Context: an optimization exercise on an open-source flow, tuned for a short achievable clock period and few clock cycles. The choices shown serve that exercise and are no tape-out recipe. Function was checked by simulation only, so behaviour that the tests miss may differ from the original. No activity file was given, so power comes from the tool's default toggle rates.

==> quartz <==
// processor
module processor(
input clk,
input rst,
output [31:0] imem_addr,
input  [31:0] imem_data,
output [31:0] dmem_addr,
output [31:0] dmem_wdata,
output dmem_we,
output dmem_re,
input  [31:0] dmem_rdata,
output ret_valid,
output [31:0] ret_pc,
output ret_we,
output [4:0] ret_waddr,
output [31:0] ret_wdata
);
Settings: LEC_CHECK=0, CAP_MARGIN=20, CORE_MARGIN=2, CORE_UTILIZATION=40, SETUP_SLACK_MARGIN=0.5, SLEW_MARGIN=20; clock period 11.0 ns.
standard.sh (not shown) runs the stock make flow with config.mk's settings and CLKGATE_MAP_FILE= SYNTH_SCRIPT=/design/flow/synth_recipe.tcl, a recipe that flattens the netlist after the stock synthesis.
==> flow/flow/run.sh <==
#!/bin/bash
# Standard ORFS layout (the standard.sh, unchanged synthesis), with timing repair
# asked for a larger setup margin so that it keeps shortening the worst paths, and
# the port buffers made plain buffers (buf_4) rather than the smallest buffer-like cell.
set -euo pipefail
cd "$(dirname "$0")/.."
bash standard.sh SETUP_SLACK_MARGIN=7.5 TNS_END_PERCENT=20 \
  "BUFFER_PORTS_ARGS=-buffer_cell sky130_fd_sc_hd__buf_4" finish > standard_flow.log 2>&1
==> raven (differences from quartz) <==
--- a/flow/design.v
+++ b/flow/design.v
@@ -176,63 +176,49 @@
 output ret_valid,
 output [31:0] ret_pc,
 output ret_we,
 output [4:0] ret_waddr,
 output [31:0] ret_wdata
 );
 reg [31:0] pc_f;
-reg [31:0] pcoh_f;           
 reg        v_d, hit_d, stall_q;
 reg [31:0] ir_d, pc_d, pc4_d;
 reg [31:0] rs_oh_d, rt_oh_d;    
 reg        v_e, hit_e;
 reg [31:0] a_e, b_e, sd_e, pc_e, pc4_e, st_e, pnx_e;
 reg        we_e, lw_e, sw_e, link_e;
 reg [4:0]  wa_e;
 reg        sub_e, s_ar_e, s_and_e, s_or_e, s_xor_e, s_nor_e, s_slt_e, s_pass_e;
 reg        j_e, jx_e, brv_e, baln_e, blez_e, beq_e;
 reg        v_m;
 reg [31:0] res_m, pc_m;
 reg        we_m, lw_m;
 reg [4:0]  wa_m;
-reg [31:0] wsel_m;           
+reg        wen_w;            
+reg [31:0] res_w;
+reg [4:0]  wa_w;
 reg [31:0] dmem_addr_q, dmem_wdata_q;
 reg        dmem_we_q, dmem_re_q;
 reg        ret_valid_q, ret_we_q;
 reg [31:0] ret_pc_q, ret_wdata_q;
 reg [4:0]  ret_waddr_q;
 reg        flag_n, flag_v;
 reg [31:0] rf [0:31];
 reg        btb_v   [0:31];
 reg [6:0]  btb_tag [0:31];
 reg [31:0] btb_tgt [0:31];
-reg        btb_abs [0:31];   
 reg        bu_set, bu_clr;
-reg [31:0] bu_oh;            
 reg [4:0]  bu_idx;
 reg [6:0]  bu_tag;
 reg [31:0] bu_tgt;
-reg        bu_abs;
 assign imem_addr = pc_f;
 wire [31:0] pc4_f  = pc_f + 32'd4;
-reg        bv_f, babs_f;
-reg [6:0]  btag_f;
-reg [31:0] btgt_f;
-integer j;
-always @(*) begin
-  bv_f = 1'b0; babs_f = 1'b0; btag_f = 7'd0; btgt_f = 32'd0;
-  for (j = 0; j < 32; j = j + 1) begin
-    bv_f   = bv_f   | (pcoh_f[j] & btb_v[j]);
-    babs_f = babs_f | (pcoh_f[j] & btb_abs[j]);
-    btag_f = btag_f | ({7{pcoh_f[j]}} & btb_tag[j]);
-    btgt_f = btgt_f | ({32{pcoh_f[j]}} & btb_tgt[j]);
-  end
-end
-wire        hit_f  = bv_f & (btag_f == {pc_f[11:7], pc_f[1:0]});
-wire [31:0] pred_f = hit_f ? {babs_f ? btgt_f[31:12] : pc_f[31:12], btgt_f[11:0]} : pc4_f;
+wire [4:0]  idx_f  = pc_f[6:2];
+wire        hit_f  = btb_v[idx_f] & (btb_tag[idx_f] == {pc_f[11:7], pc_f[1:0]});
+wire [31:0] pred_f = hit_f ? btb_tgt[idx_f] : pc4_f;
 wire [5:0] op_d = ir_d[31:26];
 wire [5:0] fn_d = ir_d[5:0];
 wire [4:0] rs_d = ir_d[25:21];
 wire [4:0] rt_d = ir_d[20:16];
 wire [4:0] rd_d = ir_d[15:11];
 wire rtype_d  = (op_d == 6'h00);
 wire i_brv    = rtype_d & (fn_d == 6'h14);
@@ -269,29 +255,31 @@
 wire [31:0] dyn_e = brv_e ? a_e : (a_e ^ b_e);      
 wire [31:0] tgt_e = jx_e ? dyn_e : st_e;
 wire tgt_ok = jx_e ? (dyn_e == pnx_e) : (st_e == pnx_e);
 wire mis_e  = v_e & (take_e ? ~tgt_ok : (pc4_e != pnx_e));
 wire [31:0] next_e = take_e ? tgt_e : pc4_e;
 wire hit_e_a = v_e & we_e & (wa_e == rs_d);
 wire hit_m_a = v_m & we_m & (wa_m == rs_d);
+wire hit_w_a = wen_w & (wa_w == rs_d);
 wire hit_e_b = v_e & we_e & (wa_e == rt_d);
 wire hit_m_b = v_m & we_m & (wa_m == rt_d);
+wire hit_w_b = wen_w & (wa_w == rt_d);
 reg [31:0] rf_a, rf_b;
 integer k;
 always @(*) begin
   rf_a = 32'd0;
   rf_b = 32'd0;
   for (k = 0; k < 32; k = k + 1) begin
     rf_a = rf_a | ({32{rs_oh_d[k]}} & rf[k]);
     rf_b = rf_b | ({32{rt_oh_d[k]}} & rf[k]);
   end
 end
 wire [31:0] m_val = lw_m ? dmem_rdata : res_m;
-wire [31:0] a_old = hit_m_a ? m_val : rf_a;
-wire [31:0] b_old = hit_m_b ? m_val : rf_b;
+wire [31:0] a_old = hit_m_a ? m_val : hit_w_a ? res_w : rf_a;
+wire [31:0] b_old = hit_m_b ? m_val : hit_w_b ? res_w : rf_b;
 wire [31:0] a_pre = (hit_e_a & link_e) ? pc4_e : a_old;
 wire [31:0] b_pre = (hit_e_b & link_e) ? pc4_e : b_old;
 wire        a_alu = hit_e_a & ~link_e;
 wire        b_alu = hit_e_b & ~link_e;
 wire        use_imm = i_lw | i_sw | i_nori;
 wire [31:0] imm_d   = i_nori ? zext_d : sext_d;
 wire [31:0] a_fwd = a_alu ? r_e : a_pre;
@@ -307,31 +295,29 @@
              (i_blezal & ((rs_f == 5'd25) | (need_b_f & (rt_f == 5'd25))));
 wire stall = v_d & stall_q;
 wire go_d     = v_d & ~stall & ~mis_e;
 wire [31:0] bta_d  = pc4_d + {sext_d[29:0], 2'b00};
 wire [31:0] jta_d  = {pc4_d[31:28], ir_d[25:0], 2'b00};
 wire [31:0] st_d   = i_baln ? jta_d : bta_d;
 wire redir_d = v_d & ~stall & i_jalpc & ~hit_d;
-wire [31:0] pc_n = rst ? 32'd0 : mis_e ? next_e : stall ? pc_f : redir_d ? bta_d : pred_f;
-reg [31:0] oh_tgt, oh_pc4, oh_bta, oh_pred, oh_n;
-always @(*) begin
-  for (k = 0; k < 32; k = k + 1) begin
-    oh_tgt[k]  = (tgt_e[6:2] == k);
-    oh_pc4[k]  = (pc4_e[6:2] == k);
-    oh_bta[k]  = (bta_d[6:2] == k);
-    oh_pred[k] = hit_f ? (btgt_f[6:2] == k) : pcoh_f[(k + 31) % 32];    
-  end
-  oh_n = rst ? 32'd1 : mis_e ? (take_e ? oh_tgt : oh_pc4) : stall ? pcoh_f : redir_d ? oh_bta : oh_pred;
-end
 integer i;
 always @(posedge clk) begin
-  pc_f <= pc_n;
-  pcoh_f <= oh_n;
-  if (rst | mis_e | redir_d) v_d <= 1'b0;
-  else if (!stall) v_d <= 1'b1;
+  if (rst) begin
+    pc_f <= 32'd0;
+    v_d  <= 1'b0;
+  end else if (mis_e) begin
+    pc_f <= next_e;
+    v_d  <= 1'b0;
+  end else if (redir_d) begin
+    pc_f <= bta_d;
+    v_d  <= 1'b0;
+  end else if (!stall) begin
+    pc_f <= pred_f;
+    v_d  <= 1'b1;
+  end
   stall_q <= ~rst & v_d & ~stall & haz_f;
   if (!stall) begin
     hit_d <= hit_f;
     ir_d  <= imem_data;
     for (i = 0; i < 32; i = i + 1) begin
       rs_oh_d[i] <= (rs_f == i);
       rt_oh_d[i] <= (rt_f == i);
@@ -366,57 +352,57 @@
     jx_e    <= i_jmxor | i_brv;
     brv_e   <= i_brv;
     baln_e  <= i_baln;
     blez_e  <= i_blezal;
     beq_e   <= i_beq;
   end
   bu_set <= v_e & take_e & ~rst;
-  for (i = 0; i < 32; i = i + 1) bu_oh[i] <= v_e & take_e & ~rst & (pc_e[6:2] == i);
   bu_clr <= v_e & ~take_e & hit_e & ~rst;
   bu_idx <= pc_e[6:2];
   bu_tag <= {pc_e[11:7], pc_e[1:0]};
   bu_tgt <= tgt_e;
-  bu_abs <= (tgt_e[31:12] != pc_e[31:12]);
-  for (i = 0; i < 32; i = i + 1)
-    if (bu_oh[i]) begin
-      btb_tag[i] <= bu_tag;
-      btb_tgt[i] <= bu_tgt;
-      btb_abs[i] <= bu_abs;
-    end
+  if (bu_set) begin
+    btb_tag[bu_idx] <= bu_tag;
+    btb_tgt[bu_idx] <= bu_tgt;
+  end
   v_m   <= v_e & ~rst;
   dmem_we_q <= v_e & sw_e & ~rst;
   dmem_re_q <= v_e & lw_e & ~rst;
-  dmem_addr_q  <= sum_e;
-  dmem_wdata_q <= sd_e;
-  res_m <= res_e;
-  pc_m  <= pc_e;
-  we_m  <= we_e | (blez_e & blez_c);
-  wa_m  <= wa_e;
-  lw_m  <= lw_e;
-  for (i = 0; i < 32; i = i + 1)
-    wsel_m[i] <= v_e & ~rst & (we_e | (blez_e & blez_c)) & (wa_e == i);
+  if (v_e & (lw_e | sw_e)) dmem_addr_q <= sum_e;
+  if (v_e & sw_e) dmem_wdata_q <= sd_e;
+  begin
+    res_m <= res_e;
+    pc_m  <= pc_e;
+    we_m  <= we_e | (blez_e & blez_c);
+    wa_m  <= wa_e;
+    lw_m  <= lw_e;
+  end
   if (v_e) begin
     flag_n <= n_e;
     flag_v <= v_e_flag;
   end
+  wen_w <= v_m & we_m & ~rst;
+  res_w <= m_val;
+  wa_w  <= wa_m;
   ret_valid_q <= v_m & ~rst;
-  ret_pc_q    <= pc_m;
-  ret_we_q    <= we_m;
-  ret_waddr_q <= wa_m;
-  ret_wdata_q <= m_val;
-  for (i = 0; i < 32; i = i + 1)
-    if (wsel_m[i]) rf[i] <= m_val;
+  if (v_m) begin
+    ret_pc_q    <= pc_m;
+    ret_we_q    <= we_m;
+    ret_waddr_q <= wa_m;
+    ret_wdata_q <= m_val;
+  end
+  if (wen_w) rf[wa_w] <= res_w;
 end
 always @(posedge clk)
   if (rst) begin
     for (i = 0; i < 32; i = i + 1) btb_v[i] <= 1'b0;
-  end else begin
-    for (i = 0; i < 32; i = i + 1)
-      if (bu_oh[i]) btb_v[i] <= 1'b1;
-      else if (bu_clr & (bu_idx == i)) btb_v[i] <= 1'b0;
+  end else if (bu_set) begin
+    btb_v[bu_idx] <= 1'b1;
+  end else if (bu_clr) begin
+    btb_v[bu_idx] <= 1'b0;
   end
 assign dmem_addr  = dmem_addr_q;
 assign dmem_wdata = dmem_wdata_q;
 assign dmem_we    = dmem_we_q;
 assign dmem_re    = dmem_re_q;
 assign ret_valid = ret_valid_q;
 assign ret_pc    = ret_pc_q;
==> flow/flow/run.sh (replaced) <==
#!/bin/bash
# Standard ORFS layout (the standard.sh, unchanged synthesis), with timing repair
# asked for a larger setup margin so that it keeps shortening the worst paths.
set -euo pipefail
cd "$(dirname "$0")/.."
bash standard.sh SETUP_SLACK_MARGIN=8 TNS_END_PERCENT=20 finish > standard_flow.log 2>&1
==> run notes <==
	raven	quartz
Run status	no timing/DRC/antenna violations	no timing/DRC/antenna violations
Post-layout power	30.98 mW	30.32 mW
Distinct cell type count after synthesis	77	85
Buffering overhead	5.418%	3.874%
Slew at the pin closest to its max-slew limit	1.344 ns	1.370 ns
Adder and majority cell fraction of the synthesized area	1.296%	1.306%
Cell Count Post-Placement	11,788	12,366
Fillcell total	25,472	25,972
Final clock-cell share	7.279%	7.759%
Setup crit end kind	primary output	flip-flop
Area of the die	0.3115 mm2	0.3091 mm2
Post-CTS setup buffers	226	75
Post-DP Area	0.1309 mm2	0.1289 mm2
Testbench counts of quartz, summed over its fixed seeds: cycles 135,275.
Testbench counts of raven, summed over its fixed seeds: cycles 135,889.

[separate check: timing with driven ports]
In the flow no input, the clock included, has a driving cell. The finished layouts below were timed again as built, in two steps.
Step 1: set_driving_cell puts a clkbuf_16 on clk and a buf_2 on each other input, an assumption about the parent block.
Step 2, shift: input delay + t, output delay - t, t = (earliest + latest rising clock arrival at the registers) / 2. This alone moves slack from input paths to output paths.
Three values: ideal, step 1, step 2; two values: the first two.
run | t, ns | setup WS [ns] | hold slack, ns | worst setup path after step 2 | worst register clock-pin slew, ns
quartz | 1.038 | 7.018 / 7.018 / 6.251 | 0.323 / 0.323 / 0.323 | input to register | 0.07 / 0.07
raven | 1.024 | 7.116 / 7.017 / 6.754 | 0.314 / 0.314 / 0.314 | input to register | 0.07 / 0.07
After both steps setup and hold are still met in every run listed. For quartz, which loses most, drivers alone change the setup slack by 0.000 ns; drivers and shift together by -0.767 ns.
